What follows belongs to an exercise in optimizing a design on an open flow for small area and a short achievable clock period; a production flow would make more cautious choices. In this exercise RTL edits were held to simulation tests only and were not proved equivalent to the original. Power figures rest on the tool's default switching activity, not on a simulated workload.

==> flow/config.mk <==
export PLATFORM = sky130hd
export DESIGN_NAME = data_path
export DESIGN_NICKNAME = data_path
export VERILOG_FILES = /design/flow/design.v
export SDC_FILE = /design/flow/constraint.sdc
export NUM_CORES = 4
export LEC_CHECK = 0
export CAP_MARGIN = 20
export CORE_MARGIN = 2
export CORE_UTILIZATION = 40
export CTS_BUF_LIST = sky130_fd_sc_hd__clkbuf_8
export CTS_CLUSTER_SIZE = 30
export PLACE_DENSITY = 0.55
export SETUP_SLACK_MARGIN = 5
export SLEW_MARGIN = 20
==> flow/constraint.sdc <==
create_clock -name core_clock -period 11.5 [get_ports {clk}]
set_input_delay 2.3000 -clock core_clock [delete_from_list [all_inputs] [get_ports {clk}]]
set_output_delay 2.3000 -clock core_clock [all_outputs]
set_load 0.01 [all_outputs]
==> flow/design.v <==
module data_path #(
	parameter WIDTH = 32
)(
	input clk,
	input reset,
	input ALUSrcA,
	input [2:0] ALUControl,
	input [1:0] ALUSrcB,
	input PC_enable,
	input IorD,
	input MemWrite,
	input IRWrite,
	input RegDst,
	input MemtoReg,
	input RegWrite,
	input PCSrc,
	output zero,
	output [5:0] op,
	output [5:0] Funct,
	output [7:0] GPIO,
	output [WIDTH-1:0] ffwd_disp,
	output [WIDTH-1:0] ffrd_disp,
	output [WIDTH-1:0] RD1_disp,
	output [WIDTH-1:0] RD2_disp,
	output [WIDTH-1:0] SrcB_disp
);
	integer k;
	genvar g;
	reg [31:0] pc, ir, mdr, ra, rb, alu_out;
	wire [31:0] imm  = {{16{ir[15]}}, ir[15:0]};
	wire [31:0] imm4 = {imm[29:0], 2'b00};
	wire [4:0] rs = ir[25:21];
	wire [4:0] rt = ir[20:16];
	wire [4:0] rd = ir[15:11];
	wire [31:0] srca = ALUSrcA ? pc : ra;
	reg  [31:0] srcb;
	always @(*) begin
		case (ALUSrcB)
			2'd0: srcb = rb;
			2'd1: srcb = 32'd4;
			2'd2: srcb = imm;
			default: srcb = imm4;
		endcase
	end
	reg [7:0] co, cs;
	always @(*) begin
		for (k = 0; k < 8; k = k + 1) begin
			co[k] = (ALUControl == k);
			cs[k] = ({ALUSrcA, ALUSrcB} == k);
		end
	end
	wire [31:0] sum = srca + srcb;
	wire [8:0] la [0:1];
	assign la[0] = ra[8:0];
	assign la[1] = pc[8:0];
	wire [7:0] lb [0:3];
	assign lb[0] = rb[7:0];
	assign lb[1] = 8'd4;
	assign lb[2] = imm[7:0];
	assign lb[3] = imm4[7:0];
	reg [7:0] lsum, gpio;
	integer ka, kb;
	always @(*) begin
		lsum = 8'd0;
		for (ka = 0; ka < 2; ka = ka + 1)
			for (kb = 0; kb < 4; kb = kb + 1)
				lsum = lsum | ({8{cs[ka*4+kb]}} & (la[ka][7:0] + lb[kb]));
		gpio = ({8{co[0]}} & lsum)
			| ({8{co[1]}} & (srca[7:0] & srcb[7:0]))
			| ({8{co[2]}} & (srca[7:0] | srcb[7:0]))
			| ({8{co[3]}} & (srca[7:0] ^ srcb[7:0]))
			| ({8{co[4]}} & ~srca[7:0])
			| ({8{co[5]}} & {srca[6:0], 1'b0})
			| ({8{co[6]}} & srca[8:1]);
	end
	reg [31:0] y;
	always @(*) begin
		case (ALUControl)
			3'd0: y = sum;
			3'd1: y = srca & srcb;
			3'd2: y = srca | srcb;
			3'd3: y = srca ^ srcb;
			3'd4: y = ~srca;
			3'd5: y = {srca[30:0], 1'b0};
			3'd6: y = {1'b0, srca[31:1]};
			default: y = 32'd0;
		endcase
	end
	function [37:0] zflags;
		input [31:0] p, a, b, i;
		reg [31:0] m, m4;
		reg [7:0] zadd, zand, zor, zxor;
		reg za, zp, zb, zi;
		begin
			m  = {{16{i[15]}}, i[15:0]};
			m4 = {m[29:0], 2'b00};
			za = ~|a; zp = ~|p; zb = ~|b; zi = ~|i[15:0];
			zadd[0] = &((a ^ b) ~^ {a[30:0] | b[30:0], 1'b0});
			zadd[1] = (a == 32'hFFFF_FFFC);
			zadd[2] = &((a ^ m) ~^ {a[30:0] | m[30:0], 1'b0});
			zadd[3] = &((a ^ m4) ~^ {a[30:0] | m4[30:0], 1'b0});
			zadd[4] = &((p ^ b) ~^ {p[30:0] | b[30:0], 1'b0});
			zadd[5] = (p == 32'hFFFF_FFFC);
			zadd[6] = &((p ^ m) ~^ {p[30:0] | m[30:0], 1'b0});
			zadd[7] = &((p ^ m4) ~^ {p[30:0] | m4[30:0], 1'b0});
			zand[0] = ~|(a & b); zand[1] = ~a[2]; zand[2] = ~|(a & m); zand[3] = ~|(a & m4);
			zand[4] = ~|(p & b); zand[5] = ~p[2]; zand[6] = ~|(p & m); zand[7] = ~|(p & m4);
			zor[0] = za & zb; zor[1] = 1'b0; zor[2] = za & zi; zor[3] = za & zi;
			zor[4] = zp & zb; zor[5] = 1'b0; zor[6] = zp & zi; zor[7] = zp & zi;
			zxor[0] = (a == b); zxor[1] = (a == 32'd4); zxor[2] = (a == m); zxor[3] = (a == m4);
			zxor[4] = (p == b); zxor[5] = (p == 32'd4); zxor[6] = (p == m); zxor[7] = (p == m4);
			zflags = {~|p[31:1], ~|a[31:1], ~|p[30:0], ~|a[30:0], &p, &a, zxor, zor, zand, zadd};
		end
	endfunction
	reg [37:0] zr;
	wire [7:0] z_add = zr[7:0];
	wire [7:0] z_and = zr[15:8];
	wire [7:0] z_or  = zr[23:16];
	wire [7:0] z_xor = zr[31:24];
	wire [1:0] z_not = zr[33:32];
	wire [1:0] z_shl = zr[35:34];
	wire [1:0] z_shr = zr[37:36];
	wire zf = |(cs & ((z_add & {8{co[0]}}) | (z_and & {8{co[1]}})
	                 | (z_or & {8{co[2]}}) | (z_xor & {8{co[3]}})))
	        | (co[4] & z_not[ALUSrcA]) | (co[5] & z_shl[ALUSrcA])
	        | (co[6] & z_shr[ALUSrcA]) | co[7];
	wire [31:0] adr = IorD ? pc : alu_out;
	wire [5:0] idx = adr[7:2];
	wire isrom = ~|adr[31:28];
	reg [63:0] msel;
	always @(*) begin
		for (k = 0; k < 64; k = k + 1)
			msel[k] = (idx == k);
	end
	reg [31:0] rom [0:63];
	initial begin
		$readmemh("text.dat", rom);
	end
	wire [31:0] romq = rom[idx];
	wire [31:0] ramw [0:63];
	generate
		for (g = 0; g < 64; g = g + 1) begin : ram
			reg [31:0] q;
			always @(posedge clk)
				if (MemWrite && msel[g])
					q <= rb;
			assign ramw[g] = q;
		end
	endgenerate
	reg [31:0] ramq;
	always @(*) begin
		ramq = 32'd0;
		for (k = 0; k < 64; k = k + 1)
			ramq = ramq | (ramw[k] & {32{msel[k]}});
	end
	wire [31:0] memq = isrom ? romq : ramq;
	wire [31:0] wd = MemtoReg ? alu_out : mdr;
	reg [31:0] rwe, sel1, sel2;
	reg [31:1] rv;
	always @(*) begin
		for (k = 0; k < 32; k = k + 1) begin
			rwe[k] = RegWrite && (k != 0) && ((RegDst ? rt : rd) == k);
			sel1[k] = (k != 0) && (rs == k);
			sel2[k] = (k != 0) && (rt == k);
		end
	end
	wire [31:0] rfw [1:31];
	generate
		for (g = 1; g < 32; g = g + 1) begin : rf
			reg [31:0] q;
			always @(posedge clk)
				if (rwe[g])
					q <= wd;
			assign rfw[g] = q;
		end
	endgenerate
	always @(posedge clk or negedge reset) begin
		if (!reset)
			rv <= 31'd0;
		else
			rv <= rv | rwe[31:1];
	end
	reg [31:0] rd1, rd2;
	always @(*) begin
		rd1 = 32'd0;
		rd2 = 32'd0;
		for (k = 1; k < 32; k = k + 1) begin
			rd1 = rd1 | (rfw[k] & {32{sel1[k] & rv[k]}});
			rd2 = rd2 | (rfw[k] & {32{sel2[k] & rv[k]}});
		end
	end
	wire [31:0] pc_n = PC_enable ? (PCSrc ? y : alu_out) : pc;
	wire [31:0] ir_n = IRWrite ? memq : ir;
	always @(posedge clk or negedge reset) begin
		if (!reset) begin
			pc <= 32'h0040_0000;
			ir <= 32'd0;
			mdr <= 32'd0;
			ra <= 32'd0;
			rb <= 32'd0;
			alu_out <= 32'd0;
			zr <= zflags(32'h0040_0000, 32'd0, 32'd0, 32'd0);
		end else begin
			pc <= pc_n;
			ir <= ir_n;
			mdr <= memq;
			ra <= rd1;
			rb <= rd2;
			alu_out <= y;
			zr <= zflags(pc_n, rd1, rd2, ir_n);
		end
	end
	assign zero = zf;
	assign op = ir[31:26];
	assign Funct = ir[5:0];
	assign GPIO = gpio;
	assign ffwd_disp = mdr;
	assign ffrd_disp = ir;
	assign RD1_disp = ra;
	assign RD2_disp = rb;
	assign SrcB_disp = srcb;
endmodule
==> flow/text.dat <==
20090003
200a0007
200b0001
01294820
01495020
01495820
ad73d1f7
360fb556
adb3263b
35bd6cdb
ac76ee88
2114a962
8d94d42a
8dba68b3
21c1a371
13477611
03b74025
ad30acad
8faaa9e3
00865824
adf629b2
024fe826
137a2446
8e718003
10df6410
ad6eb58f
34583cb2
00686800
01ff5020
00c13000
36808fda
21636b9b
11ac5f50
ae91e0d4
35b9d63b
110d9f90
ad8be920
3407017f
03426800
ac7b0574
12b07340
10db4436
00359826
02fdd800
8d423d0d
8f6b1bd7
37617639
22883752
acd1519a
00076000
135c7e9e
1251e65b
34f99036
8dcf742c
afb36344
ac706b43
8f4891da
3505ed56
1232c761
364bbac5
230433e5
ae8c822e
220c55e4
03d12020
==> flow/run.sh <==
#!/bin/bash
# synth_recipe.tcl (not shown) runs the flow's synth.tcl, then flattens the netlist and writes it again
# the make line also repeats each setting of config.mk as NAME=value (left out here)
make -C /OpenROAD-flow-scripts/flow DESIGN_CONFIG=/design/flow/config.mk WORK_HOME=/design/flow/orfs CLKGATE_MAP_FILE= SYNTH_SCRIPT=/design/flow/synth_recipe.tcl finish
==> impl_summary.log, run 1 <==
[metrics] clock-pin slew on the worst setup and hold paths: approximately 0.06 ns
[metrics] worst-case vdd ir drop: about 0.18 mV
[metrics] part of the power in registers: a little over a third
[metrics] CP Capture Type: flop
[metrics] buffer depth of the longest clock path: 4
[metrics] net switching power of the design: 18500 uW
[metrics] critical-path maximum fanout: 16
[metrics] minimum setup slack in the final design: slightly below 5 ns
[metrics] share of synthesized area occupied by flip-flops and latches: about two thirds
[metrics] worst setup slack for register-to-register paths: roughly 5.3 ns
[metrics] count of input and output buffers: ~200
[metrics] slowest cell delay on critical path: 0.91 ns
[metrics] WL final: between 700000 and 800000 um
[metrics] largest net degree at the start of global routing: between 100 and 150
[metrics] cell repeated most along the worst path: buf_4
[metrics] Die Footprint: 0.361 sq mm
[metrics] CTS tree: built
[metrics] initial standard-cell utilization of the core: between 40% and 50%
[metrics] primary flip-flop cell chosen by synthesis mapping: edfxtp_1
[metrics] netlist area before placement: roughly 0.14 sq mm
[metrics] actual slew at the worst max-slew pin: 1.30 ns
[metrics] root buf cell: clkbuf_8
[metrics] Peak Freq: 150 MHz
[metrics] synthesized-area fraction occupied by xor and xnor cells: under 10%
[metrics] Core ar.: between 0.3 and 0.4 sq mm
[metrics] clock network fraction of design power: roughly a quarter
[metrics] r2r startpoint: pc[3]
[metrics] combinational share of power: roughly 40%
[metrics] most frequent cells in the layout: edfxtp_1, a22oi_1, clkbuf_8
[metrics] I/O Pins: between 150 and 200
[metrics] HPWL Detailed: ~440000 um
[metrics] CTS H-tree depth: 6
[metrics] worst reg2reg endpoint: ir[24]
[metrics] status: complete, no violations
[metrics] clock latency of the later-clocked register in the worst-skew pair: between 1 and 1.5 ns
[metrics] classification of the worst setup path: input pin to flop
[metrics] Post-route DRC: 0
[metrics] starting DRC count in detailed routing: about 25000
[metrics] Mapped Cells: ~9700
[metrics] Pre-antenna DRT Iters: 10
[metrics] startpoint of the lowest-slack hold path: rv[16]
[metrics] path type of the worst min-delay path: flop to flop
[metrics] proportion of layout cells with a drive suffix above 1: around a fifth
[metrics] global-route wire length before repair: between 900000 and 1000000 um
[metrics] crit path launch type: input pin
[metrics] setup-violating endpoint count in the final report: 0
[metrics] routed vias/inst: 7.26
[metrics] share of synthesized cell area in full adder, half adder and majority cells: around 4%
[metrics] TNS Setup: 0 ns
[metrics] count of cell types in the netlist: 107
[metrics] Nets: 10830
[metrics] worst rel slew slack: 12.6%
[metrics] antenna violations before repair: between 50 and 60
[metrics] Power per Cell Area: between 200 and 300 mW/mm^2
[metrics] internal power summed over all cells: 25200 uW
[metrics] mux share of post-synthesis cell area: about 1.5%
[metrics] Critical Path, Cell by Cell: buf_8 > mux2i_4 > buf_4 > buf_4 > ha_4 > buf_12 > and4b_1 > nor2_2 > buf_6 > nor2_2 > buf_4 > a22oi_1 > nand4_1 > or4_1 > nor4_1 > a21oi_1 > mux2_2
[metrics] leakage component of the power: about 0.057 uW
[metrics] Hold Path End: rv[16]
[metrics] number of synthesized flops with an enable pin: 3040
[metrics] Reg2Reg Depth: 16
[metrics] highest-delay cell along the critical path: nor4_1
[metrics] number of global-route vias before repair: ~100k
[metrics] Final Power: 43700 uW
[metrics] yosys warns: 1
[metrics] most common cell after layout, fill and taps aside: edfxtp_1
[metrics] compound-cell area share of the yosys netlist: 15.0%
[metrics] max-cap violations: 0
[metrics] count of hold buffers inserted by post-cts repair: 0
[metrics] Die X: between 600 and 700 um
[metrics] arrival time at the worst endpoint: just under 8 ns
[metrics] Area growth syn-to-layout: 16.7%
[metrics] final weighted congestion of routability-driven global placement: between 0.9 and 1
[metrics] final hold viol count: 0
[metrics] setup slack after placement: 1.60 ns
[metrics] DR WL/cell: approximately 48 um
[metrics] time the worst path needs with I/O delays and setup: around 6.7 ns
[metrics] worst hold stages: 1
[metrics] Placement Rows: between 200 and 250
[metrics] Pins Over Slew Limit: 0
[metrics] worst setup skew after layout: approximately 0.093 ns
[metrics] count of state elements after synthesis: around 3300
[metrics] Avg Cell Area, Syn: between 10 and 15 sq um
[metrics] gr usage total: about 40%
[metrics] via count: roughly 110k
[metrics] largest family of logic cells by synthesized area: compound AO/OA/AOI/OAI gates
[metrics] antenna-violating nets left: 0
[metrics] asr flop ratio synth: about 7.8%
[metrics] total clock buffers created by CTS: 559
[metrics] y dimension of the die: between 600 and 700 um
[metrics] CTS Sinks: 3297
[metrics] Simple-Gate Fraction of Synth Area: around 7%
[metrics] switching power share of the total: 42.3%
[metrics] required time of the critical path: ~13 ns
[metrics] remaining global-route overflow: 0
[metrics] Final Cycle Share: about 58%
[metrics] setup repair after global routing missed its margin: yes
state kept, by name, indices dropped and copies added (netlist names):
register and cells:
rf.q 992, ram.q 2048, ir 32, pc 32
rb 32, zr 34, ra 32, mdr 32
rv 31, alu_out 32
Yosys cell counts, types with 70 or more instances:
master | instances | area share, %
nor4_1 | 185 | 0.81
xnor2_1 | 147 | 0.90
ha_1 | 449 | 3.9
a22oi_1 | 1155 | 6.1
or4_1 | 76 | 0.40
nor2_1 | 273 | 0.72
edfxtp_1 | 3040 | 64
a21oi_1 | 194 | 0.68
mux2i_1 | 70 | 0.49
a221oi_1 | 253 | 1.6
a222oi_1 | 112 | 0.79
nor3_1 | 118 | 0.41
dfrtp_1 | 238 | 4.2
inv_1 | 229 | 0.60
a22o_1 | 340 | 2.1
mux2_2 | 74 | 0.58
nand3_1 | 349 | 1.2
nand2_1 | 277 | 0.73
clkbuf_1 | 514 | 1.4
buf_1 | 70 | 0.18
o21ai_0 | 154 | 0.54
and3_1 | 105 | 0.46
nand4_1 | 196 | 0.86
what timing repair did:
item,in CTS,in global routing
setup endpoints to repair,109,37
pin swaps,50,63
gates resized for setup,267,171
hold endpoints to repair,0,0
cloned,12,7
buffers inserted,87,52
cells by family (layout without fill, tap and decap cells):
group	count (synthesis)	in the layout
multiplexers	168	169
XOR/XNOR	203	203
adder cells (fa/ha/maj)	456	456
AO/OA/AOI/OAI	2782	2785
buffers and inverters	913	2019
flip-flops	3297	3297
AND/OR/NAND/NOR	1857	1859
other	0	24
through the flow:
stage               std cells  hold WS (ns)  utilization, %  cell area, sq um
global route            15547         0.502            46.8            166000
floorplan                9676         0.446               -            143000
CTS                     15480         0.493            46.4            165000
finish                  15563         0.500            46.8            166000
global placement        14388         0.465            42.9            152000
detailed placement      14390         0.475            42.9            152000
power groups by stage:
stage	registers [uW]	logic [uW]	clock network [uW]
detailed placement	16100	15900	0
CTS	15900	16500	10200
finish	15900	17600	10200
global placement	16100	16000	0
floorplan	16000	7550	0
global route	15900	17800	10700
area by class of cell:
class / instances / area [sq um]
fill: 31023 / 189000
sequential: 3297 / 97800
multi-input combinational: 5472 / 43900
clock buffer: 580 / 7980
timing repair buffer: 794 / 7230
tap: 4751 / 5940
clock inverter: 411 / 2400
inverter: 233 / 907
antenna: 24 / 60.1
timing repair inverter: 1 / 7.51
critical path: cells and delay by family:
family,cells,cell delay (ns)
fa+ha+maj,1,0.20
compound gates,2,0.80
buf+inv,6,1.25
mux,2,0.67
simple gates,6,2.44
worst max path at each step:
stage | from | end | slack, ns | cells past startpoint
2_1_floorplan | IorD | zr[2] | 4.22 | 26
3_5_place_dp | IorD | zr[2] | 1.60 | 21
3_3_place_gp | IorD | zr[6] | 1.41 | 19
5_1_grt | ALUSrcB[0] | GPIO[7] | 4.85 | 12
6_report | IorD | ir[24] | 4.84 | 17
4_1_cts | ALUControl[2] | GPIO[7] | 4.83 | 7
layer usage:
| metal | share of wire [%] | global-route usage (%) | wire, um |
|---|---|---|---|
| met1 | 36 | 52.9 | 268000 |
| met2 | 41 | 56.3 | 308000 |
| met3 | 16 | 13.6 | 117000 |
| met4 | 6.8 | 21.7 | 50400 |
| met5 | 0.040 | 0 | 295 |
==> run 2: changes to the inputs <==
--- a/flow/design.v
+++ b/flow/design.v
@@ -49,7 +49,6 @@
 			cs[k] = ({ALUSrcA, ALUSrcB} == k);
 		end
 	end
-	wire [31:0] sum = srca + srcb;
 	wire [8:0] la [0:1];
 	assign la[0] = ra[8:0];
 	assign la[1] = pc[8:0];
@@ -58,61 +57,89 @@
 	assign lb[1] = 8'd4;
 	assign lb[2] = imm[7:0];
 	assign lb[3] = imm4[7:0];
-	reg [7:0] lsum, gpio;
+	reg [8:0] lsum;
 	integer ka, kb;
 	always @(*) begin
-		lsum = 8'd0;
+		lsum = 9'd0;
 		for (ka = 0; ka < 2; ka = ka + 1)
 			for (kb = 0; kb < 4; kb = kb + 1)
-				lsum = lsum | ({8{cs[ka*4+kb]}} & (la[ka][7:0] + lb[kb]));
-		gpio = ({8{co[0]}} & lsum)
+				lsum = lsum | ({9{cs[ka*4+kb]}} & ({1'b0, la[ka][7:0]} + {1'b0, lb[kb]}));
+	end
+	wire [23:0] hsum = srca[31:8] + srcb[31:8] + {23'd0, lsum[8]};
+	reg [7:0] ylo;
+	reg [31:8] yhi;
+	always @(*) begin
+		ylo = ({8{co[0]}} & lsum[7:0])
 			| ({8{co[1]}} & (srca[7:0] & srcb[7:0]))
 			| ({8{co[2]}} & (srca[7:0] | srcb[7:0]))
 			| ({8{co[3]}} & (srca[7:0] ^ srcb[7:0]))
 			| ({8{co[4]}} & ~srca[7:0])
 			| ({8{co[5]}} & {srca[6:0], 1'b0})
 			| ({8{co[6]}} & srca[8:1]);
-	end
-	reg [31:0] y;
-	always @(*) begin
 		case (ALUControl)
-			3'd0: y = sum;
-			3'd1: y = srca & srcb;
-			3'd2: y = srca | srcb;
-			3'd3: y = srca ^ srcb;
-			3'd4: y = ~srca;
-			3'd5: y = {srca[30:0], 1'b0};
-			3'd6: y = {1'b0, srca[31:1]};
-			default: y = 32'd0;
+			3'd0: yhi = hsum;
+			3'd1: yhi = srca[31:8] & srcb[31:8];
+			3'd2: yhi = srca[31:8] | srcb[31:8];
+			3'd3: yhi = srca[31:8] ^ srcb[31:8];
+			3'd4: yhi = ~srca[31:8];
+			3'd5: yhi = srca[30:7];
+			3'd6: yhi = {1'b0, srca[31:9]};
+			default: yhi = 24'd0;
 		endcase
 	end
+	wire [31:0] y = {yhi, ylo};
 	function [37:0] zflags;
 		input [31:0] p, a, b, i;
-		reg [31:0] m, m4;
+		reg [31:0] m4;
+		reg [15:0] h;
+		reg s;
 		reg [7:0] zadd, zand, zor, zxor;
 		reg za, zp, zb, zi;
+		reg a16z, a16o, a15z, a15o, a18z, a18o, a17z, a17o;
+		reg p16z, p16o, p15z, p15o, p18z, p18o, p17z, p17o;
 		begin
-			m  = {{16{i[15]}}, i[15:0]};
-			m4 = {m[29:0], 2'b00};
-			za = ~|a; zp = ~|p; zb = ~|b; zi = ~|i[15:0];
+			h = i[15:0];
+			s = i[15];
+			m4 = {{14{s}}, h, 2'b00};
+			za = ~|a; zp = ~|p; zb = ~|b; zi = ~|h;
+			a16z = ~|a[31:16]; a16o = &a[31:16]; a15z = ~|a[31:15]; a15o = &a[31:15];
+			a18z = ~|a[31:18]; a18o = &a[31:18]; a17z = ~|a[31:17]; a17o = &a[31:17];
+			p16z = ~|p[31:16]; p16o = &p[31:16]; p15z = ~|p[31:15]; p15o = &p[31:15];
+			p18z = ~|p[31:18]; p18o = &p[31:18]; p17z = ~|p[31:17]; p17o = &p[31:17];
 			zadd[0] = &((a ^ b) ~^ {a[30:0] | b[30:0], 1'b0});
 			zadd[1] = (a == 32'hFFFF_FFFC);
-			zadd[2] = &((a ^ m) ~^ {a[30:0] | m[30:0], 1'b0});
-			zadd[3] = &((a ^ m4) ~^ {a[30:0] | m4[30:0], 1'b0});
+			zadd[2] = &((a[15:0] ^ h) ~^ {a[14:0] | h[14:0], 1'b0})
+				& (s ? a16z : (a15z | a15o));
+			zadd[3] = &((a[17:0] ^ m4[17:0]) ~^ {a[16:0] | m4[16:0], 1'b0})
+				& (s ? a18z : (a17z | a17o));
 			zadd[4] = &((p ^ b) ~^ {p[30:0] | b[30:0], 1'b0});
 			zadd[5] = (p == 32'hFFFF_FFFC);
-			zadd[6] = &((p ^ m) ~^ {p[30:0] | m[30:0], 1'b0});
-			zadd[7] = &((p ^ m4) ~^ {p[30:0] | m4[30:0], 1'b0});
-			zand[0] = ~|(a & b); zand[1] = ~a[2]; zand[2] = ~|(a & m); zand[3] = ~|(a & m4);
-			zand[4] = ~|(p & b); zand[5] = ~p[2]; zand[6] = ~|(p & m); zand[7] = ~|(p & m4);
+			zadd[6] = &((p[15:0] ^ h) ~^ {p[14:0] | h[14:0], 1'b0})
+				& (s ? p16z : (p15z | p15o));
+			zadd[7] = &((p[17:0] ^ m4[17:0]) ~^ {p[16:0] | m4[16:0], 1'b0})
+				& (s ? p18z : (p17z | p17o));
+			zand[0] = ~|(a & b);
+			zand[1] = ~a[2];
+			zand[2] = ~|(a[15:0] & h) & (~s | a16z);
+			zand[3] = ~|(a[17:2] & h) & (~s | a18z);
+			zand[4] = ~|(p & b);
+			zand[5] = ~p[2];
+			zand[6] = ~|(p[15:0] & h) & (~s | p16z);
+			zand[7] = ~|(p[17:2] & h) & (~s | p18z);
 			zor[0] = za & zb; zor[1] = 1'b0; zor[2] = za & zi; zor[3] = za & zi;
 			zor[4] = zp & zb; zor[5] = 1'b0; zor[6] = zp & zi; zor[7] = zp & zi;
-			zxor[0] = (a == b); zxor[1] = (a == 32'd4); zxor[2] = (a == m); zxor[3] = (a == m4);
-			zxor[4] = (p == b); zxor[5] = (p == 32'd4); zxor[6] = (p == m); zxor[7] = (p == m4);
+			zxor[0] = (a == b);
+			zxor[1] = (a == 32'd4);
+			zxor[2] = (a[15:0] == h) & (s ? a16o : a16z);
+			zxor[3] = (a[1:0] == 2'b00) & (a[17:2] == h) & (s ? a18o : a18z);
+			zxor[4] = (p == b);
+			zxor[5] = (p == 32'd4);
+			zxor[6] = (p[15:0] == h) & (s ? p16o : p16z);
+			zxor[7] = (p[1:0] == 2'b00) & (p[17:2] == h) & (s ? p18o : p18z);
 			zflags = {~|p[31:1], ~|a[31:1], ~|p[30:0], ~|a[30:0], &p, &a, zxor, zor, zand, zadd};
 		end
 	endfunction
-	reg [37:0] zr;
+	wire [37:0] zr = zflags(pc, ra, rb, ir);
 	wire [7:0] z_add = zr[7:0];
 	wire [7:0] z_and = zr[15:8];
 	wire [7:0] z_or  = zr[23:16];
@@ -199,7 +226,6 @@
 			ra <= 32'd0;
 			rb <= 32'd0;
 			alu_out <= 32'd0;
-			zr <= zflags(32'h0040_0000, 32'd0, 32'd0, 32'd0);
 		end else begin
 			pc <= pc_n;
 			ir <= ir_n;
@@ -207,13 +233,12 @@
 			ra <= rd1;
 			rb <= rd2;
 			alu_out <= y;
-			zr <= zflags(pc_n, rd1, rd2, ir_n);
 		end
 	end
 	assign zero = zf;
 	assign op = ir[31:26];
 	assign Funct = ir[5:0];
-	assign GPIO = gpio;
+	assign GPIO = ylo;
 	assign ffwd_disp = mdr;
 	assign ffrd_disp = ir;
 	assign RD1_disp = ra;
--- a/flow/config.mk
+++ b/flow/config.mk
@@ -8,8 +8,8 @@
 export CAP_MARGIN = 20
 export CORE_MARGIN = 2
 export CORE_UTILIZATION = 40
-export CTS_BUF_LIST = sky130_fd_sc_hd__clkbuf_8
-export CTS_CLUSTER_SIZE = 30
+export CTS_CLUSTER_DIAMETER = 100
+export CTS_CLUSTER_SIZE = 20
 export PLACE_DENSITY = 0.55
 export SETUP_SLACK_MARGIN = 5
 export SLEW_MARGIN = 20
==> run 2 against run 1 <==
  * Still clean on timing, DRC and antenna
  * Cell area shrank 6.6%
  * Wire length shrank 2.8%
  * Utilization shrank 1.6 points
  * Non-clock buffer count shrank 77
  * Register-to-register slack lost 0.13 ns
  * Fmax shrank 4.1%
  * Worst setup slack lost 0.29 ns
  * Combinational power shrank 26%
  * Critical path depth shrank 7
  * First-iteration DRC count shrank 4.4%
  * Synthesized cell count shrank 5.4%
  * Via count shrank 6.0%
  * Critical path type is now flop to primary output
  * Critical endpoint is now GPIO[7]
  * Largest cell class unchanged
  * Largest power group is now registers
==> impl_summary.log, run 2 <==
[metrics] count of hold buffers inserted by post-cts repair: 0
[metrics] share of the synthesized area in the top cell type: 66.1%
[metrics] remaining global-route overflow: 0
[metrics] met2 GRT Util: 55.2%
[metrics] Finished Cell Area: about 0.16 sq mm
[metrics] Pre-antenna DRT Iters: 13
[metrics] number of global-route vias before repair: between 90000 and 100k
[metrics] most numerous cell in the Yosys netlist: edfxtp_1
[metrics] minimum setup slack in the final design: 4.56 ns
[metrics] cell type with the highest aggregate area in the netlist: edfxtp_1
[metrics] time the worst path needs with I/O delays and setup: 6.94 ns
[metrics] Nets: roughly 10000
[metrics] gr usage total: between 40% and 50%
[metrics] grt peak-use layer: met2
[metrics] setup-violating endpoint count in the final report: 0
[metrics] starting DRC count in detailed routing: between 20000 and 25000
[metrics] final hold viol count: 0
[metrics] worst hold slack: 0.495 ns
[metrics] asr flop ratio synth: 6.83%
[metrics] Core ar.: 0.343 sq mm
[metrics] most common cell after layout, fill and taps aside: edfxtp_1
[metrics] worst reg2reg endpoint: pc[27]
[metrics] Die Footprint: approximately 0.35 sq mm
[metrics] global-route wire length before repair: 935000 um
[metrics] antenna-violating nets left: 0
[metrics] worst rel slew slack: 8.65%
[metrics] count of cell types in the netlist: 99
[metrics] Reg2Reg Depth: 20
[metrics] count of state elements after synthesis: between 3000 and 4000
[metrics] number of synthesized flops with an enable pin: roughly 3000
[metrics] count of input and output buffers: 196
[metrics] yosys warns: 1
[metrics] arrival time at the worst endpoint: approximately 4.6 ns
[metrics] biggest area contributors in the synthesized netlist: edfxtp_1, a22oi_1, dfrtp_1, ha_1, a22o_1
[metrics] Peak Freq: about 140 MHz
[metrics] HPWL Detailed: ~430000 um
[metrics] CP Capture Type: primary output
[metrics] proportion of layout cells with a drive suffix above 1: between 10% and 20%
[metrics] clock latency of the later-clocked register in the worst-skew pair: around 0.99 ns
[metrics] slowest cell delay on critical path: about 0.75 ns
[metrics] worst hold stages: 1
[metrics] cell repeated most along the worst path: o2111ai_1
[metrics] area of combinational cells with multiple inputs: 0.0397 sq mm
[metrics] status: complete, no violations
[metrics] share of synthesized cell area in full adder, half adder and majority cells: 3.13%
[metrics] final standard cell count with taps included and fillers excluded: around 14000
[metrics] primary flip-flop cell chosen by synthesis mapping: edfxtp_1
[metrics] share of synthesized area occupied by flip-flops and latches: ~70%
[metrics] Avg Cell Area, Syn: roughly 15 sq um
[metrics] antenna violations before repair: 87
[metrics] Area growth syn-to-layout: 12.5%
[metrics] ranking of synthesized cells by instance count: edfxtp_1, a22oi_1, clkbuf_1
[metrics] y dimension of the die: a little under 600 um
[metrics] leakage component of the power: about 0.05 uW
[metrics] startpoint of the lowest-slack hold path: rv[24]
[metrics] Simple-Gate Fraction of Synth Area: ~6.6%
[metrics] placed standard-cell area: between 0.1 and 0.15 sq mm
[metrics] Die X: 592 um
[metrics] worst-case vdd ir drop: 0.146 mV
[metrics] Mapped Cells: around 9100
[metrics] synthesized-area fraction occupied by xor and xnor cells: under 10%
[metrics] classification of the worst setup path: flop to primary output
[metrics] Critical Path, Cell by Cell: inv_1 > ha_1 > or4b_2 > o2111ai_1 > a32oi_1 > o2111ai_1 > nor4_2 > buf_4 > a21oi_4 > buf_6
[metrics] Pins Over Slew Limit: 0
[metrics] final weighted congestion of routability-driven global placement: approximately 1.1
[metrics] crit path launch type: flop
[metrics] initial standard-cell utilization of the core: just over 40%
[metrics] r2r startpoint: pc[4]
[metrics] TNS Setup: 0 ns
[metrics] max FFs per register: between 2000 and 2500
[metrics] critical-path maximum fanout: 7
[metrics] critical path launch point: ra[7]
[metrics] path type of the worst min-delay path: flop to flop
[metrics] Post-route DRC: 0
[metrics] Placement Rows: 215
[metrics] most frequent cells in the layout: edfxtp_1, a22oi_1, buf_4
[metrics] setup slack after placement: 2.55 ns
[metrics] buffer depth of the longest clock path: 4
[metrics] netlist area before placement: about 0.14 sq mm
[metrics] largest net degree at the start of global routing: between 100 and 150
[metrics] setup repair after global routing missed its margin: yes
[metrics] actual slew at the worst max-slew pin: roughly 1.4 ns
[metrics] Hold Path End: rv[24]
[metrics] via count: around 110k
[metrics] mux share of post-synthesis cell area: under 10%
[metrics] Regs by FF count: ram.q (2048), rf.q (992)
[metrics] Final Cycle Share: 60.4%
[metrics] DR WL/cell: between 50 and 60 um
[metrics] dpl cells: between 10000 and 15000
[metrics] CTS tree: built
[metrics] worst setup slack for register-to-register paths: between 5 and 6 ns
[metrics] WL final: just over 700000 um
[metrics] Filler cells: ~30000
[metrics] Power per Cell Area: between 200 and 250 mW/mm^2
[metrics] total clock buffers created by CTS: roughly 190
[metrics] GR Layer Usage met3: between 10% and 20%
[metrics] max-cap violations: 0
[metrics] Top reg by flops: ram.q
[metrics] clock-pin slew on the worst setup and hold paths: 0.09 ns
[metrics] GR met1 Demand/Resource: between 50% and 60%
[metrics] root buf cell: clkbuf_16
[metrics] flip-flop and latch area: 0.0970 sq mm
[metrics] required time of the critical path: between 9 and 10 ns
[metrics] compound-cell area share of the yosys netlist: around 16%
[metrics] highest-delay cell along the critical path: dfrtp_1
[metrics] routed vias/inst: 7.51
[metrics] worst setup skew after layout: roughly 0.12 ns
[metrics] I/O Pins: ~200
[metrics] CTS H-tree depth: 4
[metrics] CTS Sinks: 3263
[metrics] largest family of logic cells by synthesized area: compound AO/OA/AOI/OAI gates
run 2: final cells by class:
| cell class | count | area share, % |
|---|---|---|
| flip-flops and latches | 3263 | 62.5 |
| multi-input cells | 5024 | 25.6 |
| repair buffers | 717 | 4.12 |
| well taps | 4557 | 3.67 |
| clock buffers | 295 | 3.34 |
| inverters | 201 | 0.522 |
| clock inverters | 19 | 0.190 |
| diodes | 71 | 0.114 |
run 2: stage by stage:
stage	total power, uW	utilization, %
detailed placement	28300	43.0
CTS	35500	45.1
floorplan	20900	-
global route	36900	45.2
global placement	28300	43.0
finish	36600	45.2
run 2: per-layer routing:
layer | wire, um | share of wire (%) | vias up
li1 | - | - | 38195
met1 | 260000 | 36 | 54255
met2 | 292000 | 40 | 11235
met3 | 119000 | 16 | 2482
met4 | 52400 | 7.2 | 52
met5 | 453 | 0.063 | -
run 2: cells by family after synthesis:
kind of cell,Yosys count
AO/OA/AOI/OAI,2755
XOR/XNOR,161
adder cells (fa/ha/maj),341
buffers and inverters,862
flip-flops,3263
multiplexers,125
AND/OR/NAND/NOR,1642
run 2: critical path, delay by kind of cell (launching register included):
kind / cells / cell delay, ns
compound gates: 4 / 0.98
buf+inv: 3 / 0.73
simple gates: 2 / 0.77
flops: 1 / 0.75
fa+ha+maj: 1 / 0.51
run 2: worst max path at each step:
stage	end	slack, ns
global route	GPIO[6]	4.71
floorplan	GPIO[6]	4.78
CTS	GPIO[7]	4.71
finish	GPIO[7]	4.56
detailed placement	GPIO[7]	2.55
global placement	ir[14]	1.09
run 2: what timing repair did:
action	CTS	global route
endpoints found under the setup margin	167	33
buffers inserted	73	10
pin swaps	39	25
gates cloned	6	0
gates resized for setup	293	49
run 2: power breakdown:
| part | total, uW | switching (uW) | internal, uW | leakage (uW) |
|---|---|---|---|---|
| Clock | 7240 | 4090 | 3150 | 0.00261 |
| Combinational | 13000 | 9630 | 3370 | 0.0181 |
| Sequential | 16400 | 1500 | 14900 | 0.0305 |
==> run 3: changes to the inputs <==
--- a/flow/design.v
+++ b/flow/design.v
@@ -1,3 +1,60 @@
+module alu_sel (
+	input ALUSrcA,
+	input [1:0] ALUSrcB,
+	input [2:0] ALUControl,
+	input [31:0] rb,
+	input [31:0] imm,
+	input [31:0] imm4,
+	input [8:0] ra_lo,
+	input [8:0] pc_lo,
+	input [71:0] lsums,
+	input [37:0] zr,
+	output [31:0] srcb,
+	output [7:0] gpio,
+	output lcarry,
+	output zero
+);
+	integer k;
+	reg [7:0] co, cs;
+	reg [3:0] cb;
+	always @(*) begin
+		for (k = 0; k < 8; k = k + 1) begin
+			co[k] = (ALUControl == k);
+			cs[k] = ({ALUSrcA, ALUSrcB} == k);
+		end
+		for (k = 0; k < 4; k = k + 1)
+			cb[k] = (ALUSrcB == k);
+	end
+	assign srcb = ({32{cb[0]}} & rb) | ({32{cb[1]}} & 32'd4)
+	            | ({32{cb[2]}} & imm) | ({32{cb[3]}} & imm4);
+	reg [8:0] lsum;
+	always @(*) begin
+		lsum = 9'd0;
+		for (k = 0; k < 8; k = k + 1)
+			lsum = lsum | ({9{cs[k]}} & lsums[9*k +: 9]);
+	end
+	assign lcarry = lsum[8];
+	wire [8:0] sa = ALUSrcA ? pc_lo : ra_lo;
+	wire [7:0] sb = srcb[7:0];
+	assign gpio = ({8{co[0]}} & lsum[7:0])
+	            | ({8{co[1]}} & (sa[7:0] & sb))
+	            | ({8{co[2]}} & (sa[7:0] | sb))
+	            | ({8{co[3]}} & (sa[7:0] ^ sb))
+	            | ({8{co[4]}} & ~sa[7:0])
+	            | ({8{co[5]}} & {sa[6:0], 1'b0})
+	            | ({8{co[6]}} & sa[8:1]);
+	wire [7:0] z_add = zr[7:0];
+	wire [7:0] z_and = zr[15:8];
+	wire [7:0] z_or  = zr[23:16];
+	wire [7:0] z_xor = zr[31:24];
+	wire [1:0] z_not = zr[33:32];
+	wire [1:0] z_shl = zr[35:34];
+	wire [1:0] z_shr = zr[37:36];
+	assign zero = |(cs & ((z_add & {8{co[0]}}) | (z_and & {8{co[1]}})
+	                   | (z_or & {8{co[2]}}) | (z_xor & {8{co[3]}})))
+	            | (co[4] & z_not[ALUSrcA]) | (co[5] & z_shl[ALUSrcA])
+	            | (co[6] & z_shr[ALUSrcA]) | co[7];
+endmodule
 module data_path #(
 	parameter WIDTH = 32
 )(
@@ -33,22 +90,9 @@
 	wire [4:0] rt = ir[20:16];
 	wire [4:0] rd = ir[15:11];
 	wire [31:0] srca = ALUSrcA ? pc : ra;
-	reg  [31:0] srcb;
-	always @(*) begin
-		case (ALUSrcB)
-			2'd0: srcb = rb;
-			2'd1: srcb = 32'd4;
-			2'd2: srcb = imm;
-			default: srcb = imm4;
-		endcase
-	end
-	reg [7:0] co, cs;
-	always @(*) begin
-		for (k = 0; k < 8; k = k + 1) begin
-			co[k] = (ALUControl == k);
-			cs[k] = ({ALUSrcA, ALUSrcB} == k);
-		end
-	end
+	wire [31:0] srcb;
+	wire [7:0] ylo;
+	wire lcarry, zf;
 	wire [8:0] la [0:1];
 	assign la[0] = ra[8:0];
 	assign la[1] = pc[8:0];
@@ -57,25 +101,23 @@
 	assign lb[1] = 8'd4;
 	assign lb[2] = imm[7:0];
 	assign lb[3] = imm4[7:0];
-	reg [8:0] lsum;
+	reg [71:0] lsums;
 	integer ka, kb;
 	always @(*) begin
-		lsum = 9'd0;
 		for (ka = 0; ka < 2; ka = ka + 1)
 			for (kb = 0; kb < 4; kb = kb + 1)
-				lsum = lsum | ({9{cs[ka*4+kb]}} & ({1'b0, la[ka][7:0]} + {1'b0, lb[kb]}));
-	end
-	wire [23:0] hsum = srca[31:8] + srcb[31:8] + {23'd0, lsum[8]};
-	reg [7:0] ylo;
+				lsums[9*(ka*4+kb) +: 9] = {1'b0, la[ka][7:0]} + {1'b0, lb[kb]};
+	end
+	wire [37:0] zr;
+	alu_sel sel (
+		.ALUSrcA(ALUSrcA), .ALUSrcB(ALUSrcB), .ALUControl(ALUControl),
+		.rb(rb), .imm(imm), .imm4(imm4), .ra_lo(ra[8:0]), .pc_lo(pc[8:0]),
+		.lsums(lsums), .zr(zr),
+		.srcb(srcb), .gpio(ylo), .lcarry(lcarry), .zero(zf)
+	);
+	wire [23:0] hsum = srca[31:8] + srcb[31:8] + {23'd0, lcarry};
 	reg [31:8] yhi;
 	always @(*) begin
-		ylo = ({8{co[0]}} & lsum[7:0])
-			| ({8{co[1]}} & (srca[7:0] & srcb[7:0]))
-			| ({8{co[2]}} & (srca[7:0] | srcb[7:0]))
-			| ({8{co[3]}} & (srca[7:0] ^ srcb[7:0]))
-			| ({8{co[4]}} & ~srca[7:0])
-			| ({8{co[5]}} & {srca[6:0], 1'b0})
-			| ({8{co[6]}} & srca[8:1]);
 		case (ALUControl)
 			3'd0: yhi = hsum;
 			3'd1: yhi = srca[31:8] & srcb[31:8];
@@ -139,18 +181,7 @@
 			zflags = {~|p[31:1], ~|a[31:1], ~|p[30:0], ~|a[30:0], &p, &a, zxor, zor, zand, zadd};
 		end
 	endfunction
-	wire [37:0] zr = zflags(pc, ra, rb, ir);
-	wire [7:0] z_add = zr[7:0];
-	wire [7:0] z_and = zr[15:8];
-	wire [7:0] z_or  = zr[23:16];
-	wire [7:0] z_xor = zr[31:24];
-	wire [1:0] z_not = zr[33:32];
-	wire [1:0] z_shl = zr[35:34];
-	wire [1:0] z_shr = zr[37:36];
-	wire zf = |(cs & ((z_add & {8{co[0]}}) | (z_and & {8{co[1]}})
-	                 | (z_or & {8{co[2]}}) | (z_xor & {8{co[3]}})))
-	        | (co[4] & z_not[ALUSrcA]) | (co[5] & z_shl[ALUSrcA])
-	        | (co[6] & z_shr[ALUSrcA]) | co[7];
+	assign zr = zflags(pc, ra, rb, ir);
 	wire [31:0] adr = IorD ? pc : alu_out;
 	wire [5:0] idx = adr[7:2];
 	wire isrom = ~|adr[31:28];
==> flow/flow/run.sh (new file) <==
#!/bin/bash
set -euo pipefail
bash standard.sh finish SETUP_SLACK_MARGIN=5.6 > run_make.log 2>&1
==> flow/standard.sh (new file) <==
#!/bin/bash
# synth_recipe.tcl (not shown) runs the flow's synth.tcl, then flattens the netlist and writes it again
# the make line also repeats each setting of config.mk as NAME=value (left out here)
make -C /OpenROAD-flow-scripts/flow DESIGN_CONFIG=/design/flow/config.mk WORK_HOME=/design/flow/orfs CLKGATE_MAP_FILE= SYNTH_SCRIPT=/design/flow/synth_recipe.tcl "${@:-finish}"
==> flow/config.mk (replaced) <==
export PLATFORM = sky130hd
export DESIGN_NAME = data_path
export DESIGN_NICKNAME = data_path
export VERILOG_FILES = /design/flow/design.v
export SDC_FILE = /design/flow/constraint.sdc
export NUM_CORES = 4
export LEC_CHECK = 0
export CAP_MARGIN = 20
export CORE_MARGIN = 2
export CORE_UTILIZATION = 30
export PLACE_DENSITY = 0.5
export SLEW_MARGIN = 20
export SYNTH_HIERARCHICAL = 1
export SYNTH_MINIMUM_KEEP_SIZE = 0
removed: flow/run.sh
==> run 3 against run 2 <==
  * Still clean on timing, DRC and antenna
  * Global-route usage decreased by 7.7 points
  * First-iteration DRC count increased by 1.9%
  * Sequential share of layout area decreased by 4.4 points
  * Sequential cell count unchanged
  * Critical path depth increased by 3
  * Utilization decreased by 9.0 points
  * Critical path type unchanged
==> impl_summary.log, run 3 <==
[metrics] Filler cells: ~44000
[metrics] Mapped Cells: slightly above 9000
[metrics] setup repair after global routing missed its margin: yes
[metrics] max FFs per register: slightly above 2000
[metrics] via count: 110894
[metrics] antenna-violating nets left: 0
[metrics] worst rel slew slack: 6.20%
[metrics] highest-delay cell along the critical path: dfrtp_2
[metrics] Nets: approximately 10000
[metrics] y dimension of the die: just under 700 um
[metrics] HPWL Detailed: around 450000 um
[metrics] most common cell after layout, fill and taps aside: edfxtp_1
[metrics] netlist area before placement: between 0.1 and 0.15 sq mm
[metrics] Area growth syn-to-layout: 20.3%
[metrics] number of synthesized flops with an enable pin: 3040
[metrics] number of global-route vias before repair: 101783
[metrics] Final Cycle Share: 57.4%
[metrics] count of state elements after synthesis: ~3300
[metrics] Regs by FF count: ram.q (2048), rf.q (992)
[metrics] WL final: roughly 790000 um
[metrics] max-cap violations: 0
[metrics] Die Footprint: 0.469 sq mm
[metrics] ranking of synthesized cells by instance count: edfxtp_1, a22oi_1, clkbuf_1
[metrics] root buf cell: clkbuf_16
[metrics] proportion of layout cells with a drive suffix above 1: about a fifth
[metrics] Placement Rows: about 250
[metrics] status: complete, no violations
[metrics] number of cells on the critical path: 13
[metrics] yosys warns: 8
[metrics] Die X: between 600 and 700 um
[metrics] path type of the worst min-delay path: flop to flop
[metrics] buffer depth of the longest clock path: 4
[metrics] biggest area contributors in the synthesized netlist: edfxtp_1, a22oi_1, dfrtp_1, ha_1, a221oi_1
[metrics] Power per Cell Area: 250 mW/mm^2
[metrics] starting DRC count in detailed routing: approximately 24000
[metrics] routed vias/inst: between 6 and 7
[metrics] leakage component of the power: about 0.055 uW
[metrics] setup-violating endpoint count in the final report: 0
[metrics] total clock buffers created by CTS: 348
[metrics] I/O Pins: 197
[metrics] CTS H-tree depth: 5
[metrics] Peak Freq: approximately 150 MHz
[metrics] count of input and output buffers: roughly 200
[metrics] clock-pin slew on the worst setup and hold paths: roughly 0.06 ns
[metrics] CP Capture Type: primary output
[metrics] crit path launch type: flop
[metrics] global-route wire length before repair: approximately 1000000 um
[metrics] final hold viol count: 0
[metrics] final weighted congestion of routability-driven global placement: between 0.9 and 1
[metrics] CTS tree: built
[metrics] most numerous cell in the Yosys netlist: edfxtp_1
[metrics] primary flip-flop cell chosen by synthesis mapping: edfxtp_1
[metrics] count of cell types in the netlist: between 100 and 150
[metrics] initial standard-cell utilization of the core: between 30% and 40%
[metrics] Post-route DRC: 0
[metrics] slowest cell delay on critical path: between 0.5 and 0.6 ns
[metrics] worst-case vdd ir drop: approximately 0.16 mV
[metrics] count of hold buffers inserted by post-cts repair: 0
[metrics] most frequent cells in the layout: edfxtp_1, a22oi_1, buf_4
[metrics] clock latency of the later-clocked register in the worst-skew pair: 1.03 ns
[metrics] core occupancy in the finished layout: 36.3%
[metrics] Pre-antenna DRT Iters: 13
[metrics] share of the synthesized area in the top cell type: 65.7%
[metrics] antenna violations before repair: 77
[metrics] TNS Setup: 0 ns
[metrics] Avg Cell Area, Syn: between 10 and 15 sq um
[metrics] placed standard-cell area: 0.151 sq mm
[metrics] time the worst path needs with I/O delays and setup: about 6.6 ns
[metrics] gr usage total: approximately a third
[metrics] Top reg by flops: ram.q
[metrics] worst setup skew after layout: 0.154 ns
[metrics] actual slew at the worst max-slew pin: between 1 and 1.5 ns
[metrics] Finished Cell Area: around 0.17 sq mm
[metrics] Core ar.: between 0.4 and 0.5 sq mm
[metrics] asr flop ratio synth: under 10%
[metrics] DR WL/cell: between 40 and 50 um
[metrics] Reg2Reg Depth: 25
[metrics] CTS Sinks: roughly 3300
[metrics] Critical Path, Cell by Cell: buf_12 > buf_4 > buf_4 > ha_1 > nor4_2 > nand4_1 > a21oi_1 > mux4_2 > mux2i_2 > nor4_2 > nor3_2 > nand3_4 > buf_6
[metrics] share of synthesized area occupied by flip-flops and latches: 69.7%
[metrics] Top Family by Delay on Critical Path: simple AND/OR/NAND/NOR gates
[metrics] arrival time at the worst endpoint: roughly 4.3 ns
[metrics] worst hold stages: 1
[metrics] area of combinational cells with multiple inputs: a little over 0.04 sq mm
[metrics] critical-path maximum fanout: 9
[metrics] cell type with the highest aggregate area in the netlist: edfxtp_1
[metrics] flip-flop and latch area: 0.0970 sq mm
[metrics] largest net degree at the start of global routing: 107
[metrics] required time of the critical path: roughly 9.2 ns
[metrics] classification of the worst setup path: flop to primary output
[metrics] Bufs and invs on worst path: 4
[metrics] Pins Over Slew Limit: 0
[metrics] remaining global-route overflow: 0
==> run 3: per-layer routing <==
layer  wire [um]  part of all wire [%]  vias to the layer above  global-route usage, %
li1            -                     -                    39575                      -
met1      281000                    35                    56800                   41.0
met4       66800                   8.4                       38                   21.7
met3      124000                    16                     2674                   12.9
met5         385                 0.048                        -                 0.0918
met2      323000                    41                    11807                   45.6
==> run 3: area by class of cell <==
cell class | instances | share of cell area (%)
diodes | 74 | 0.111
well taps | 6149 | 4.60
clock buffers | 467 | 5.69
inverters | 230 | 0.580
clock inverters | 172 | 1.09
repair buffers | 897 | 5.17
flip-flops and latches | 3263 | 58.0
multi-input cells | 5152 | 24.7
==> run 3: logic make-up (layout without fill, tap and decap cells) <==
logic type               Yosys count  count (layout)  share of synthesized area (%)
other                              1              78                        0.00270
flip-flops                      3263            3263                           69.7
AND/OR/NAND/NOR                 1584            1585                           6.16
AO/OA/AOI/OAI                   2844            2844                           15.5
XOR/XNOR                         167             167                           1.05
adder cells (fa/ha/maj)          341             341                           3.11
buffers and inverters            893            1766                           2.71
multiplexers                     211             211                           1.78
==> run 3: worst paths after layout <==
| check | slack [ns] | endpoint | startpoint |
|---|---|---|---|
| worst max-delay path | 4.90 | zero | ir[5] |
| worst min-delay path | 0.48 | rv[12] | rv[12] |
| worst max register to register | 5.76 | pc[18] | rb[1] |
| worst min register to register | 0.48 | rv[12] | rv[12] |
| max in group asynchronous | 8.58 | rb[3] | reset |
| min in group asynchronous | 1.32 | alu_out[16] | reset |
==> run 3: timing repair <==
item                       in CTS  in global routing
hold endpoints to repair        0                  0
gates resized for setup       519                152
cloned                         15                  6
pin swaps                      71                 66
setup endpoints to repair    1332                103
buffers inserted              169                 77
==> run 3: stage by stage <==
stage          worst slack, ns  instances  hold slack (ns)  power (uW)
6_report                  4.90      16404            0.482       41900
5_1_grt                   4.94      16347            0.506       42200
4_1_cts                   4.99      16243            0.477       40600
3_5_place_dp              3.07      15420            0.461       28400
3_3_place_gp              2.64      15412            0.461       28400
2_1_floorplan             5.30       9307            0.446       21100
==> run 3: report_power, final <==
group	internal (uW)	switching, uW	leakage [uW]
clock	6390	5040	0.00551
combinational	4090	10300	0.0195
sequential	14900	1210	0.0305
==> run 3: Yosys stat by module, one instance, submodules excluded <==
module | flops+latches | area (sq um) | copies in the design
data_path | 3263 | 136000 | 1
alu_sel | 0 | 2500 | 1
==> run 4: changes to the inputs <==
--- a/flow/config.mk
+++ b/flow/config.mk
@@ -8,6 +8,8 @@
 export CAP_MARGIN = 20
 export CORE_MARGIN = 2
 export CORE_UTILIZATION = 30
+export CTS_CLUSTER_DIAMETER = 100
+export CTS_CLUSTER_SIZE = 20
 export PLACE_DENSITY = 0.5
 export SLEW_MARGIN = 20
 export SYNTH_HIERARCHICAL = 1
==> run 4 against run 3 <==
  * Still clean
  * Sequential power about the same
  * Synthesized area unchanged
  * Power down 9.6%
  * Global-route usage down 0.21 points
  * Combinational power about the same
  * Sequential share of layout area up 2.1 points
  * Worst hold slack better by 0.0051 ns
  * Critical path depth down 1
  * Cell count down 2.1%
  * Sequential cell count unchanged
==> impl_summary.log, run 4 <==
[metrics] critical path launch point: rb[7]
[metrics] arrival time at the worst endpoint: 4.21 ns
[metrics] share of the synthesized area in the top cell type: roughly two thirds
[metrics] most common cell after layout, fill and taps aside: edfxtp_1
[metrics] Die X: around 680 um
[metrics] worst-case vdd ir drop: around 0.14 mV
[metrics] Final Cycle Share: between 50% and 60%
[metrics] CP Capture Type: primary output
[metrics] count of input and output buffers: just under 200
[metrics] Nets: 10076
[metrics] antenna-violating nets left: 0
[metrics] final weighted congestion of routability-driven global placement: just under 1
[metrics] Post-route DRC: 0
[metrics] required time of the critical path: approximately 9.2 ns
[metrics] setup repair after global routing missed its margin: yes
[metrics] buffer depth of the longest clock path: 4
[metrics] grt peak-use layer: met2
[metrics] I/O Pins: 197
[metrics] Reg2Reg Depth: 23
[metrics] CTS tree: built
[metrics] clock-pin slew on the worst setup and hold paths: 0.09 ns
[metrics] Top Family by Delay on Critical Path: simple AND/OR/NAND/NOR gates
[metrics] largest net degree at the start of global routing: around 110
[metrics] GR met1 Demand/Resource: around two fifths
[metrics] remaining global-route overflow: 0
[metrics] most frequent cells in the layout: edfxtp_1, a22oi_1, buf_4
[metrics] startpoint of the lowest-slack hold path: rv[12]
[metrics] most numerous cell in the Yosys netlist: edfxtp_1
[metrics] Mapped Cells: ~9300
[metrics] number of synthesized flops with an enable pin: about 3000
[metrics] count of hold buffers inserted by post-cts repair: 0
[metrics] crit path launch type: flop
[metrics] cell type with the highest aggregate area in the netlist: edfxtp_1
[metrics] Area growth syn-to-layout: 16.1%
[metrics] minimum setup slack in the final design: around 5.0 ns
[metrics] CTS Sinks: about 3300
[metrics] yosys warns: 8
[metrics] slowest cell delay on critical path: between 0.6 and 0.7 ns
[metrics] status: complete, no violations
[metrics] initial standard-cell utilization of the core: approximately 30%
[metrics] y dimension of the die: 685 um
[metrics] WL final: slightly below 800000 um
[metrics] Avg Cell Area, Syn: 14.9 sq um
[metrics] Pre-antenna DRT Iters: 10
[metrics] Regs by FF count: ram.q (2048), rf.q (992)
[metrics] max FFs per register: 2048
[metrics] highest-delay cell along the critical path: dfrtp_4
[metrics] gr usage total: ~32%
[metrics] r2r startpoint: ir[2]
[metrics] count of cell types in the netlist: 104
[metrics] Critical Path, Cell by Cell: inv_1 > ha_1 > xnor2_1 > nor4_1 > nand4_1 > nor2_1 > mux4_2 > mux2i_2 > nor4_2 > nor3_2 > nand3_4 > buf_6
[metrics] Pins Over Slew Limit: 0
[metrics] CTS H-tree depth: 4
[metrics] via count: approximately 110k
[metrics] classification of the worst setup path: flop to primary output
[metrics] global-route wire length before repair: 1010000 um
[metrics] ranking of synthesized cells by instance count: edfxtp_1, a22oi_1, clkbuf_1
[metrics] path type of the worst min-delay path: flop to flop
[metrics] proportion of layout cells with a drive suffix above 1: about 17%
[metrics] max-cap violations: 0
[metrics] HPWL Detailed: around 450000 um
[metrics] TNS Setup: 0 ns
[metrics] number of global-route vias before repair: 100230
[metrics] count of state elements after synthesis: around 3300
[metrics] worst setup skew after layout: around 0.17 ns
[metrics] Core ar.: roughly 0.46 sq mm
[metrics] biggest area contributors in the synthesized netlist: edfxtp_1, a22oi_1, dfrtp_1, ha_1, a221oi_1
[metrics] time the worst path needs with I/O delays and setup: 6.51 ns
[metrics] starting DRC count in detailed routing: ~23000
[metrics] number of cells on the critical path: 12
[metrics] routed vias/inst: about 6.8
[metrics] primary flip-flop cell chosen by synthesis mapping: edfxtp_1
[metrics] Peak Freq: 154 MHz
[metrics] setup slack after placement: 3.07 ns
[metrics] antenna violations before repair: 73
[metrics] Top reg by flops: ram.q
[metrics] met2 GRT Util: between 40% and 50%
[metrics] total clock buffers created by CTS: about 190
[metrics] root buf cell: clkbuf_16
[metrics] DR WL/cell: between 40 and 50 um
[metrics] actual slew at the worst max-slew pin: ~1.3 ns
[metrics] setup-violating endpoint count in the final report: 0
[metrics] Die Footprint: 0.469 sq mm
[metrics] worst rel slew slack: 12.7%
[metrics] critical-path maximum fanout: 4
[metrics] final hold viol count: 0
[metrics] worst hold stages: 1
[metrics] clock latency of the later-clocked register in the worst-skew pair: a little over 1 ns
[metrics] leakage component of the power: about 0.053 uW
[metrics] netlist area before placement: 0.139 sq mm
[metrics] Placement Rows: about 250
[metrics] GR Layer Usage met3: about 12%
[metrics] Bufs and invs on worst path: 2
[metrics] asr flop ratio synth: under 10%
[metrics] Power per Cell Area: 234 mW/mm^2
[metrics] share of synthesized area occupied by flip-flops and latches: approximately 70%
run 4: cell counts after synthesis:
Identical to the previous run, type by type.
run 4: layout make-up:
class | count | area, sq um
Inverter | 230 | 970
Clock buffer | 289 | 5190
Antenna cell | 77 | 193
Multi-Input combinational cell | 5152 | 41300
Sequential cell | 3263 | 97000
Fill cell | 44012 | 299000
Clock inverter | 24 | 385
Tap cell | 6149 | 7690
Timing Repair Buffer | 881 | 8630
run 4: per-module statistics from Yosys, one instance, submodules excluded:
module / copies in the design / flops+latches
alu_sel: 1 / 0
data_path: 1 / 3263
run 4: worst paths after layout:
path,to,slack [ns]
worst min register to register,rv[12],0.49
worst max register to register,pc[18],5.67
worst max-delay path,zero,4.99
max in group asynchronous,rb[3],8.57
worst min-delay path,rv[12],0.49
min in group asynchronous,alu_out[16],1.31
run 4: cells by family after synthesis:
| kind of cell | after synthesis | share of synthesized area [%] |
|---|---|---|
| xor+xnor | 167 | 1.05 |
| mux | 211 | 1.78 |
| compound gates | 2844 | 15.5 |
| simple gates | 1584 | 6.16 |
| flops | 3263 | 69.7 |
| other cells | 1 | 0.00270 |
| buf+inv | 893 | 2.71 |
| fa+ha+maj | 341 | 3.11 |
run 4: where the power goes:
group | switching [uW] | internal, uW
combinational | 10200 | 4090
sequential | 1240 | 14900
clock | 4240 | 3200
run 4: metal layers:
layer  vias up  share of wire [%]
met5         -              0.072
met4        38                7.9
met3      2431                 15
met2     11233                 41
met1     56709                 36
li1      39040                  -
run 4: timing repair:
action,4_1_cts,5_1_grt
setup buffers,158,72
setup endpoints to repair,1314,92
gates resized for setup,516,121
cloned,16,7
pin swaps,66,72
run 4: per-stage QoR:
step	cells	cell area, sq um	total power, uW	hold WS [ns]	util, %
after global placement	15412	151000	28400	0.461	32.7
after global routing	15997	161000	38100	0.512	35.0
after floorplan	9307	139000	21100	0.446	-
after CTS	15907	160000	36600	0.483	34.7
final	16065	161000	37900	0.487	35.0
after detailed placement	15420	151000	28400	0.461	32.7

re-timing with driven ports:
Ports are ideal in the flow. The routed layouts listed here were re-timed in OpenROAD. Step 1 assumes that a clkbuf_16 drives the clock port and a buf_2 every other input. Step 2 moves the port delays by t, midway between the first and last clock arrival at a register: inputs arrive t later, outputs are due t later. That takes back most of the time a late clock gives input paths. Slacks: no drivers / after step 1 / after step 2; pairs: no drivers / after step 1.
run | t, ns | slack for setup (ns) | worst setup path after step 2
run 1 | 1.329 | 4.844 / 4.770 / 3.573 | input to register
run 2 | 1.022 | 4.558 / 4.465 / 3.876 | input to register
run 3 | 1.069 | 4.896 / 4.779 / 4.309 | input to register
run 4 | 1.058 | 4.987 / 4.864 / 4.219 | input to register
After both steps every run listed still meets setup and hold. For run 1, which loses most, drivers alone change the setup slack by -0.074 ns; drivers and shift together by -1.271 ns.
